This is an optimization exercise on Yosys and OpenROAD, whose aim is small area, not a production implementation.
The RTL was checked by simulation tests, not by an equivalence proof against the original design.
The flow treats the clock pin as an ideal source. Dropping or thinning the clock tree relies on that and would not hold on a real chip.
Power is estimated from default activity; no workload was simulated.

Setup of before:
// EECS3216_Project
module EECS3216_Project(input MAX10_CLK1_50, input rst, input KEY1, output reg [9:0] LEDR,
								output reg [6:0] HEX0, HEX1, HEX2, HEX3,
								output reg	rdyLight, speedOneLight, speedTwoLight, speedThreeLight);
localparam [2:0] S_RDY = 3'd0, S_ONE = 3'd1, S_TWO = 3'd2, S_THREE = 3'd3;
localparam [2:0] S_LOSE = 3'd4, S_LOSE_SHOWN = 3'd5, S_WIN = 3'd6, S_WIN_SHOWN = 3'd7;
reg [2:0] st;
reg [7:0] counter;      
reg [4:0] lp;
function automatic is_pos(input [4:0] j, input integer k);
	case (k)
		0: is_pos = !j[4] && !j[0];
		1: is_pos = j[0] && !j[1];
		2: is_pos = j[1] && !j[2];
		3: is_pos = j[2] && !j[3];
		4: is_pos = j[3] && !j[4];
		5: is_pos = j[4] && j[0];
		6: is_pos = !j[0] && j[1];
		7: is_pos = !j[1] && j[2];
		8: is_pos = !j[2] && j[3];
		default: is_pos = !j[3] && j[4];
	endcase
endfunction
reg [2:0] gs;           
reg toggle, blink;
reg [1:0] p;
reg sw, led4, led5;
wire over = st[2];
wire first = (p == 2'd3) && (st == S_RDY);
wire is_rdy = (st[1:0] == 2'd0);
wire press = !KEY1 && toggle;
wire hit = is_pos(lp, 4);
wire good = press && hit;
reg tick;
always @* begin
	case (st[1:0])
		2'd1: tick = counter >= 8'd198;
		2'd3: tick = counter >= 8'd48;
		default: tick = counter >= 8'd98;
	endcase
end
wire blink_v = blink | (good && st[1:0] != 2'd3);
wire blink_tick = tick && !over && is_rdy && blink_v;
wire sweep_tick = tick && !over && !(is_rdy && blink_v);
wire lp_hi = lp[4] && !lp[2];    
reg [2:0] nst;
  ...
Settings: LEC_CHECK=0, CAP_MARGIN=20, CORE_MARGIN=2, CORE_UTILIZATION=40, SLEW_MARGIN=20; clock period 10.0 ns.
standard.sh (not shown) runs the stock make flow with config.mk's settings and CLKGATE_MAP_FILE= SYNTH_SCRIPT=/design/flow/synth_recipe.tcl, a recipe that flattens the netlist after the stock synthesis.
==> flow/flow/run.sh <==
#!/bin/bash
# Own layout flow: the standard flow, with these changes.
#  1. After the standard synthesis, the combinational logic is re-mapped for area with
#     ABC (flow/resynth.sh, script flow/area.abc, four random seeds, smallest kept). Every
#     flip-flop instance is kept as the standard synthesis made it (same names, same cells).
#     The re-mapped netlist is proved equivalent to the standard one (flow/eqcheck.sh),
#     else the standard one is used.
#  2. Ports are buffered with sky130_fd_sc_hd__buf_1 instead of the default buffer.
#  3. The clock tree is built from clkbuf_8 without dummy loads; its root buffer, which
#     drives only the leaf buffers, is then made a clkbuf_1 (flow/post_cts.tcl).
# Each tool's output goes to its own log file in this folder.
set -euo pipefail
export BUFFER_PORTS_ARGS="-buffer_cell sky130_fd_sc_hd__buf_1"
export CTS_ARGS="-sink_clustering_enable -repair_clock_nets -dont_use_dummy_load -buf_list sky130_fd_sc_hd__clkbuf_8"
export POST_CTS_TCL="$PWD/flow/post_cts.tcl"
YOSYS=yosys
if ! command -v yosys >/dev/null 2>&1; then YOSYS="$FLOW_HOME/../tools/install/yosys/bin/yosys"; fi
export YOSYS
R=orfs/results/${FLOW_PLATFORM:-sky130hd}/EECS3216_Project/base
bash standard.sh synth > synth_make.log 2>&1
cp $R/1_2_yosys.v std_synth.v
for s in 1 2 3 4; do
  sed "s/&deepsyn -T 20/&deepsyn -T 20 -S $s/" flow/area.abc > area_s$s.abc
  ( bash flow/resynth.sh std_synth.v resynth_s$s.v "$PWD/area_s$s.abc" > resynth_s$s.log 2>&1 &&
    bash flow/eqcheck.sh std_synth.v resynth_s$s.v > eqcheck_s$s.log 2>&1 ) || true &
done
wait
best=""; best_area=""
for s in 1 2 3 4; do
  if grep -q EQUIV_OK eqcheck_s$s.log 2>/dev/null; then
    a=$(grep "Chip area" resynth_s$s.log | tail -1 | awk '{print $NF}')
    if [[ -z "$best" ]] || awk "BEGIN{exit !($a < $best_area)}"; then best=$s; best_area=$a; fi
  fi
done
if [[ -n "$best" ]]; then
  cp resynth_s$best.v $R/1_2_yosys.v
  echo "using re-mapped netlist from seed $best, area $best_area" > netlist_choice.log
else
  echo "using standard netlist" > netlist_choice.log
fi
touch $R/1_2_yosys.v
bash standard.sh > finish_make.log 2>&1
==> flow/flow/post_cts.tcl <==
# After clock tree synthesis: the root clock buffer drives only the leaf clock buffers,
# so the smallest clock buffer is enough for it.
set clk_net [get_nets -of_objects [get_ports MAX10_CLK1_50]]
foreach pin [get_pins -of_objects $clk_net] {
  set inst [get_cells -of_objects $pin]
  if { $inst == "" } { continue }
  set ref [get_property $inst ref_name]
  if { ![string match sky130_fd_sc_hd__clkbuf_* $ref] } { continue }
  set only_bufs 1
  foreach opin [get_pins -of_objects $inst -filter "direction == output"] {
    foreach load [get_pins -of_objects [get_nets -of_objects $opin] -filter "direction == input"] {
      set lref [get_property [get_cells -of_objects $load] ref_name]
      if { ![string match sky130_fd_sc_hd__clkbuf_* $lref] } { set only_bufs 0 }
    }
  }
  if { $only_bufs } {
    puts "post_cts: resizing root clock buffer [get_full_name $inst] from $ref to sky130_fd_sc_hd__clkbuf_1"
    replace_cell $inst sky130_fd_sc_hd__clkbuf_1
  }
}
detailed_placement
check_placement -verbose
Other scripts of this flow, unchanged in this note and not shown: flow/flow/area.abc, flow/flow/eqcheck.sh, flow/flow/resynth.sh
before did not finish: a tool error stopped it during 4_1_cts.
> inputs changed (before -> after)
diff --git a/flow/flow/post_cts.tcl b/flow/flow/post_cts.tcl
--- a/flow/flow/post_cts.tcl
+++ b/flow/flow/post_cts.tcl
@@ -2,3 +2,3 @@
 # so the smallest clock buffer is enough for it.
-set clk_net [get_nets -of_objects [get_ports MAX10_CLK1_50]]
+set clk_net [get_nets MAX10_CLK1_50]
 foreach pin [get_pins -of_objects $clk_net] {
==> comparison <==
- Both conditions hold for after: the flow ran to the end and the final layout passed the timing, design-rule and antenna checks.
- Synthesized instance count came out exactly the same in before and after.
- Diff before..after | number of standard-cell rows in the floorplan | negligible
- As far as final weighted congestion in routability-driven placement goes, after and before are indistinguishable; the numbers are identical.
- Reported for before and after, placement-stage cell area turned out identical to the last digit.

* * *

The RTL this note starts from:
==> flow/design.v <==
module EECS3216_Project(input MAX10_CLK1_50, input rst, input KEY1, output reg [9:0] LEDR,
								output reg [6:0] HEX0, HEX1, HEX2, HEX3,
								output reg	rdyLight, speedOneLight, speedTwoLight, speedThreeLight);
localparam [2:0] S_RDY = 3'd0, S_ONE = 3'd1, S_TWO = 3'd2, S_THREE = 3'd3;
localparam [2:0] S_LOSE = 3'd4, S_LOSE_SHOWN = 3'd5, S_WIN = 3'd6, S_WIN_SHOWN = 3'd7;
reg [2:0] st;
reg [7:0] counter;      
reg [3:0] lp;
localparam [3:0] Z9 = 4'd15;
reg [2:0] gs;           
reg toggle, blink;
reg [1:0] p;
reg led4, led5;
wire over = st[2];
wire first = p[1] & p[0] & !st[2] & !st[0];    
wire is_rdy = (st[1:0] == 2'd0);
wire press = !KEY1 && toggle;
wire hit = lp[2] & !lp[1] & !lp[0];        
wire good = press && hit;
wire lp_hi = lp[3];                        
wire at0 = !lp[3] & !lp[2] & !lp[1] & !lp[0];
wire at1 = !lp[3] & !lp[2] & !lp[1] & lp[0];
wire at2 = !lp[2] & lp[1] & !lp[0];
wire at3 = !lp[2] & lp[1] & lp[0];
wire at5 = lp[2] & !lp[1] & lp[0];
wire at6 = lp[2] & lp[1] & !lp[0];
wire at7 = !lp[3] & lp[2] & lp[1] & lp[0];
wire at8 = lp[3] & !lp[0];
wire at9 = lp[3] & !lp[1] & lp[0];
wire [3:0] lp_dn = lp[3] ? {lp[0], !lp[0], !lp[0], !lp[0]}
                         : {at0, lp[2] & (lp[1] | lp[0]), (lp[1] & lp[0]) | hit, !lp[0]};
wire [3:0] lp_up = lp[3] ? {1'b1, !lp[0], !lp[0], 1'b1}
                         : {lp[2] & lp[1] & lp[0], lp[2] ^ (lp[1] & lp[0]), lp[1] ^ lp[0], !lp[0]};
wire [7:0] c = counter;
reg tick;
always @* begin
	case (st[1:0])
		2'd1: tick = c[7] & c[6] & c[2] & c[1];
		2'd3: tick = c[6] | (c[5] & c[4]);
		default: tick = c[7] | (c[6] & c[5] & (c[4] | c[3] | c[2] | c[1]));
	endcase
end
wire blink_v = blink | good;
wire blink_tick = tick && !over && is_rdy && blink_v;
wire sweep_tick = tick && !over && !(is_rdy && blink_v);
wire gs_zero = gs == 3'd0;
reg [2:0] nst;
always @* begin
	nst = st;
	case (st)
		S_RDY: if (!blink && (gs[1] | gs[0])) nst = {1'b0, gs[1:0]};
		S_ONE: if (gs_zero) nst = S_LOSE; else if (gs[1]) nst = S_RDY;
		S_TWO: if (gs_zero) nst = S_LOSE; else if (gs[0]) nst = S_RDY;
		S_THREE: if (gs_zero) nst = S_LOSE; else if (gs[2]) nst = S_WIN;
		default: nst = {1'b1, st[1], 1'b1};
	endcase
end
always @(posedge MAX10_CLK1_50) begin
	if (rst) begin
		st <= S_RDY;
		counter <= 0;
		lp <= 0;
		gs <= 3'd1;
		toggle <= 1;
		blink <= 1;
		led4 <= 0;
		led5 <= 0;
		p <= 2'd3;
	end else begin
		st <= nst;
		counter <= tick ? 8'd0 : counter + 8'd1;
		if (KEY1) toggle <= 1;
		if (press) begin
			toggle <= 0;
			if (!hit) gs <= 3'd0;
			else gs <= {gs[2] | (gs[1] & gs[0]), gs[1] ^ gs[0], !gs[2] & !gs[0]};    
		end
		if (!over) p <= st[1:0];
		if (blink_tick) begin
			lp <= lp_up;
			led5 <= !lp_hi & !led5;
		end else if (sweep_tick) begin
			if (hit) led4 <= 1;
			if (at3) led4 <= 0;
			if (at5) led5 <= 1;
			if (hit) led5 <= 0;
			lp <= lp_dn;
		end else if (good && !over)
			lp <= 4'd0;
		blink <= blink_v && !(blink_tick && lp_hi);
	end
end
always @* begin
	LEDR[0] = at9;                         
	LEDR[1] = !blink && at0;
	LEDR[2] = !blink && at1;
	LEDR[3] = !blink && at2;
	LEDR[4] = led4;
	LEDR[5] = led5;
	LEDR[6] = !blink && at5;
	LEDR[7] = !blink && at6;
	LEDR[8] = !blink && at7;
	LEDR[9] = !blink && at8;
	rdyLight = p != 2'd0 && !first;
	speedOneLight = p != 2'd1 && !first;
	speedTwoLight = p != 2'd2 && !first;
	speedThreeLight = p != 2'd3;
	HEX3 = 7'b1111111; HEX2 = 7'b1111111; HEX1 = 7'b1111111; HEX0 = 7'b1111111;
	if (st == S_LOSE_SHOWN) begin
		HEX3 = 7'b1000111; HEX2 = 7'b1000000; HEX1 = 7'b0010010; HEX0 = 7'b0000110;
	end else if (st == S_WIN_SHOWN) begin
		HEX2 = 7'b0010001; HEX1 = 7'b0001000; HEX0 = 7'b0010001;
	end
end
endmodule
Settings: LEC_CHECK=0, CAP_MARGIN=20, CORE_MARGIN=2, CORE_UTILIZATION=40, SLEW_MARGIN=20; clock period 10.0 ns.
==> flow/flow/run.sh <==
#!/bin/bash
# Own layout flow: the standard flow, with these changes.
#  1. After the standard synthesis, the combinational logic is re-mapped for area with
#     ABC (flow/resynth.sh, script flow/area.abc, twelve random tries, smallest kept). Every
#     flip-flop instance is kept as the standard synthesis made it (same names, same cells).
#     The re-mapped netlist is proved equivalent to the standard one (flow/eqcheck.sh),
#     else the standard one is used.
#  2. Ports are buffered with sky130_fd_sc_hd__buf_1 instead of the default buffer.
#  3. The clock tree is built without dummy loads, then (flow/post_cts.tcl) replaced by a
#     single clkbuf_16, fed from the clock port, driving every register.
# Each tool's output goes to its own log file in this folder.
set -euo pipefail
export BUFFER_PORTS_ARGS="-buffer_cell sky130_fd_sc_hd__buf_1"
export CTS_ARGS="-sink_clustering_enable -repair_clock_nets -dont_use_dummy_load -buf_list sky130_fd_sc_hd__clkbuf_8"
export POST_CTS_TCL="$PWD/flow/post_cts.tcl"
YOSYS=yosys
if ! command -v yosys >/dev/null 2>&1; then YOSYS="$FLOW_HOME/../tools/install/yosys/bin/yosys"; fi
export YOSYS
R=orfs/results/${FLOW_PLATFORM:-sky130hd}/EECS3216_Project/base
bash standard.sh synth > synth_make.log 2>&1
cp $R/1_2_yosys.v std_synth.v
# twelve tries: seeds 1..8 with "amap -m", seeds 1..4 with "amap"
TRIES="m1 m2 m3 m4 m5 m6 m7 m8 a1 a2 a3 a4"
for wave in "m1 m2 m3 m4" "m5 m6 m7 m8" "a1 a2 a3 a4"; do
  for t in $wave; do
    s=${t:1}
    if [[ ${t:0:1} == m ]]; then m="amap -m"; else m="amap"; fi
    sed -e "s/&deepsyn -T 10/\&deepsyn -T 10 -S $s/" -e "s/amap/$m/" flow/area.abc > area_$t.abc
    ( bash flow/resynth.sh std_synth.v resynth_$t.v "$PWD/area_$t.abc" > resynth_$t.log 2>&1 &&
      bash flow/eqcheck.sh std_synth.v resynth_$t.v > eqcheck_$t.log 2>&1 ) || true &
  done
  wait
done
best=""; best_area=""
for s in $TRIES; do
  if grep -q EQUIV_OK eqcheck_$s.log 2>/dev/null; then
    a=$(grep "Chip area" resynth_$s.log | tail -1 | awk '{print $NF}')
    if [[ -z "$best" ]] || awk "BEGIN{exit !($a < $best_area)}"; then best=$s; best_area=$a; fi
  fi
done
if [[ -n "$best" ]]; then
  cp resynth_$best.v $R/1_2_yosys.v
  echo "using re-mapped netlist from try $best, area $best_area" > netlist_choice.log
else
  echo "using standard netlist" > netlist_choice.log
fi
touch $R/1_2_yosys.v
bash standard.sh > finish_make.log 2>&1
Other scripts of this flow, unchanged in this note and not shown: flow/flow/area.abc, flow/flow/eqcheck.sh, flow/flow/post_cts.tcl, flow/flow/resynth.sh
Change:
--- a/flow/flow/run.sh
+++ b/flow/flow/run.sh
@@ -4 +4 @@
-#     ABC (flow/resynth.sh, script flow/area.abc, twelve random tries, smallest kept). Every
+#     ABC (flow/resynth.sh, script flow/area.abc, sixteen random tries, smallest kept). Every
@@ -14,0 +15 @@
+export SKIP_REPAIR_TIE_FANOUT=1
@@ -22,3 +23,4 @@
-# twelve tries: seeds 1..8 with "amap -m", seeds 1..4 with "amap"
-TRIES="m1 m2 m3 m4 m5 m6 m7 m8 a1 a2 a3 a4"
-for wave in "m1 m2 m3 m4" "m5 m6 m7 m8" "a1 a2 a3 a4"; do
+# sixteen tries: seeds 1..8 with "amap -m", seeds 1..4 with "amap", seeds 9..12 with
+# "amap -m" and a longer search
+TRIES="m1 m2 m3 m4 m5 m6 m7 m8 a1 a2 a3 a4 l9 l10 l11 l12"
+for wave in "m1 m2 m3 m4" "m5 m6 m7 m8" "a1 a2 a3 a4" "l9 l10 l11 l12"; do
@@ -27,2 +29,4 @@
-    if [[ ${t:0:1} == m ]]; then m="amap -m"; else m="amap"; fi
-    sed -e "s/&deepsyn -T 10/\&deepsyn -T 10 -S $s/" -e "s/amap/$m/" flow/area.abc > area_$t.abc
+    T=10; m="amap -m"
+    if [[ ${t:0:1} == a ]]; then m="amap"; fi
+    if [[ ${t:0:1} == l ]]; then T=30; fi
+    sed -e "s/&deepsyn -T 10/\&deepsyn -T $T -S $s/" -e "s/amap/$m/" flow/area.abc > area_$t.abc
CORE_AREA = 3 3 63 63   (was default)
CORE_MARGIN = default   (was 2)
CORE_UTILIZATION = default   (was 40)
DIE_AREA = 0 0 66 66   (was default)
Result: The new run passed the timing, design-rule and antenna checks; design area grows by about 0.37%; utilization goes down by 7.7 points; wire length drops by 1.4%; synthesized cell count rose by 1.1%; first-iteration DRC count falls by about 50%; sequential share of layout area drops by 0.13 points; flip-flop and latch count is unchanged; die area rises by 25%; worst setup slack gets worse by 0.053 ns; clock skew is about the same.
Change:
--- a/flow/flow/run.sh
+++ b/flow/flow/run.sh
@@ -4 +4 @@
-#     ABC (flow/resynth.sh, script flow/area.abc, sixteen random tries, smallest kept). Every
+#     ABC (flow/resynth.sh, script flow/area.abc, twelve random tries, smallest kept). Every
@@ -15 +14,0 @@
-export SKIP_REPAIR_TIE_FANOUT=1
@@ -23,4 +22,3 @@
-# sixteen tries: seeds 1..8 with "amap -m", seeds 1..4 with "amap", seeds 9..12 with
-# "amap -m" and a longer search
-TRIES="m1 m2 m3 m4 m5 m6 m7 m8 a1 a2 a3 a4 l9 l10 l11 l12"
-for wave in "m1 m2 m3 m4" "m5 m6 m7 m8" "a1 a2 a3 a4" "l9 l10 l11 l12"; do
+# twelve tries: seeds 1..8 with "amap -m", seeds 1..4 with "amap"
+TRIES="m1 m2 m3 m4 m5 m6 m7 m8 a1 a2 a3 a4"
+for wave in "m1 m2 m3 m4" "m5 m6 m7 m8" "a1 a2 a3 a4"; do
@@ -29,4 +27,2 @@
-    T=10; m="amap -m"
-    if [[ ${t:0:1} == a ]]; then m="amap"; fi
-    if [[ ${t:0:1} == l ]]; then T=30; fi
-    sed -e "s/&deepsyn -T 10/\&deepsyn -T $T -S $s/" -e "s/amap/$m/" flow/area.abc > area_$t.abc
+    if [[ ${t:0:1} == m ]]; then m="amap -m"; else m="amap"; fi
+    sed -e "s/&deepsyn -T 10/\&deepsyn -T 10 -S $s/" -e "s/amap/$m/" flow/area.abc > area_$t.abc
Effect:
- setup slack barely changes
- first-iteration DRC count rose to 3.1 times its value
- synthesized cell count is unchanged
- combinational power is about the same
- final area came out higher by 0.84%
- utilization went up by 0.33 points
Change:
--- a/flow/flow/run.sh
+++ b/flow/flow/run.sh
@@ -4 +4 @@
-#     ABC (flow/resynth.sh, script flow/area.abc, twelve random tries, smallest kept). Every
+#     ABC (flow/resynth.sh, script flow/area.abc, sixteen random tries, smallest kept). Every
@@ -22,3 +22,4 @@
-# twelve tries: seeds 1..8 with "amap -m", seeds 1..4 with "amap"
-TRIES="m1 m2 m3 m4 m5 m6 m7 m8 a1 a2 a3 a4"
-for wave in "m1 m2 m3 m4" "m5 m6 m7 m8" "a1 a2 a3 a4"; do
+# sixteen tries: seeds 1..8 with "amap -m", seeds 1..4 with "amap", seeds 9..12 with
+# "amap -m" and a longer search
+TRIES="m1 m2 m3 m4 m5 m6 m7 m8 a1 a2 a3 a4 l9 l10 l11 l12"
+for wave in "m1 m2 m3 m4" "m5 m6 m7 m8" "a1 a2 a3 a4" "l9 l10 l11 l12"; do
@@ -27,2 +28,4 @@
-    if [[ ${t:0:1} == m ]]; then m="amap -m"; else m="amap"; fi
-    sed -e "s/&deepsyn -T 10/\&deepsyn -T 10 -S $s/" -e "s/amap/$m/" flow/area.abc > area_$t.abc
+    T=10; m="amap -m"
+    if [[ ${t:0:1} == a ]]; then m="amap"; fi
+    if [[ ${t:0:1} == l ]]; then T=30; fi
+    sed -e "s/&deepsyn -T 10/\&deepsyn -T $T -S $s/" -e "s/amap/$m/" flow/area.abc > area_$t.abc
The changed run completed without violations.
Sequential share of layout area stays flat.
Wire length went up by 3.2%.
Cell count went down by 0.81%.
Clock skew barely changes.
Critical path depth went up by 1.
Hold slack hardly moves.
Sequential cell count does not change.
Worst setup slack is better by 0.053 ns.
Clock-buffer cell count is unchanged.
Power stays flat.
First-iteration DRC count went down by 35%.

-- separate check: timing with driven ports --
How much do the figures lean on ideal ports? The routed layouts below were timed once more, with nothing changed but the port constraints. Step 1, drivers: a clkbuf_16 drives MAX10_CLK1_50 and a buf_2 each remaining input, both assumed. Step 2 also shifts input and output timing later by t, the mid clock arrival at the registers, as if the neighbouring blocks saw the same clock. Slacks: no drivers / after step 1 / after step 2; pairs: no drivers / after step 1.
run	t (ns)	setup slack, ns	worst setup path at the end	clock arrival spread, ns	slew at the worst register clock pin (ns)
after	0.349	6.438 / 6.418 / 6.327	input to register	0.013 / 0.012	0.09 / 0.09
the first run of note 2	0.180	6.600 / 6.604 / 6.424	input to register	0.002 / 0.002	0.09 / 0.09
the second run of note 2	0.182	6.547 / 6.516 / 6.572	input to register	0.002 / 0.001	0.09 / 0.09
the third run of note 2	0.185	6.549 / 6.519 / 6.563	input to register	0.003 / 0.002	0.09 / 0.09
the fourth run of note 2	0.184	6.603 / 6.612 / 6.428	input to register	0.003 / 0.003	0.09 / 0.09
After both steps setup and hold are still met in every run listed. For the first run of note 2, which loses most, drivers alone change the setup slack by +0.004 ns; drivers and shift together by -0.176 ns.
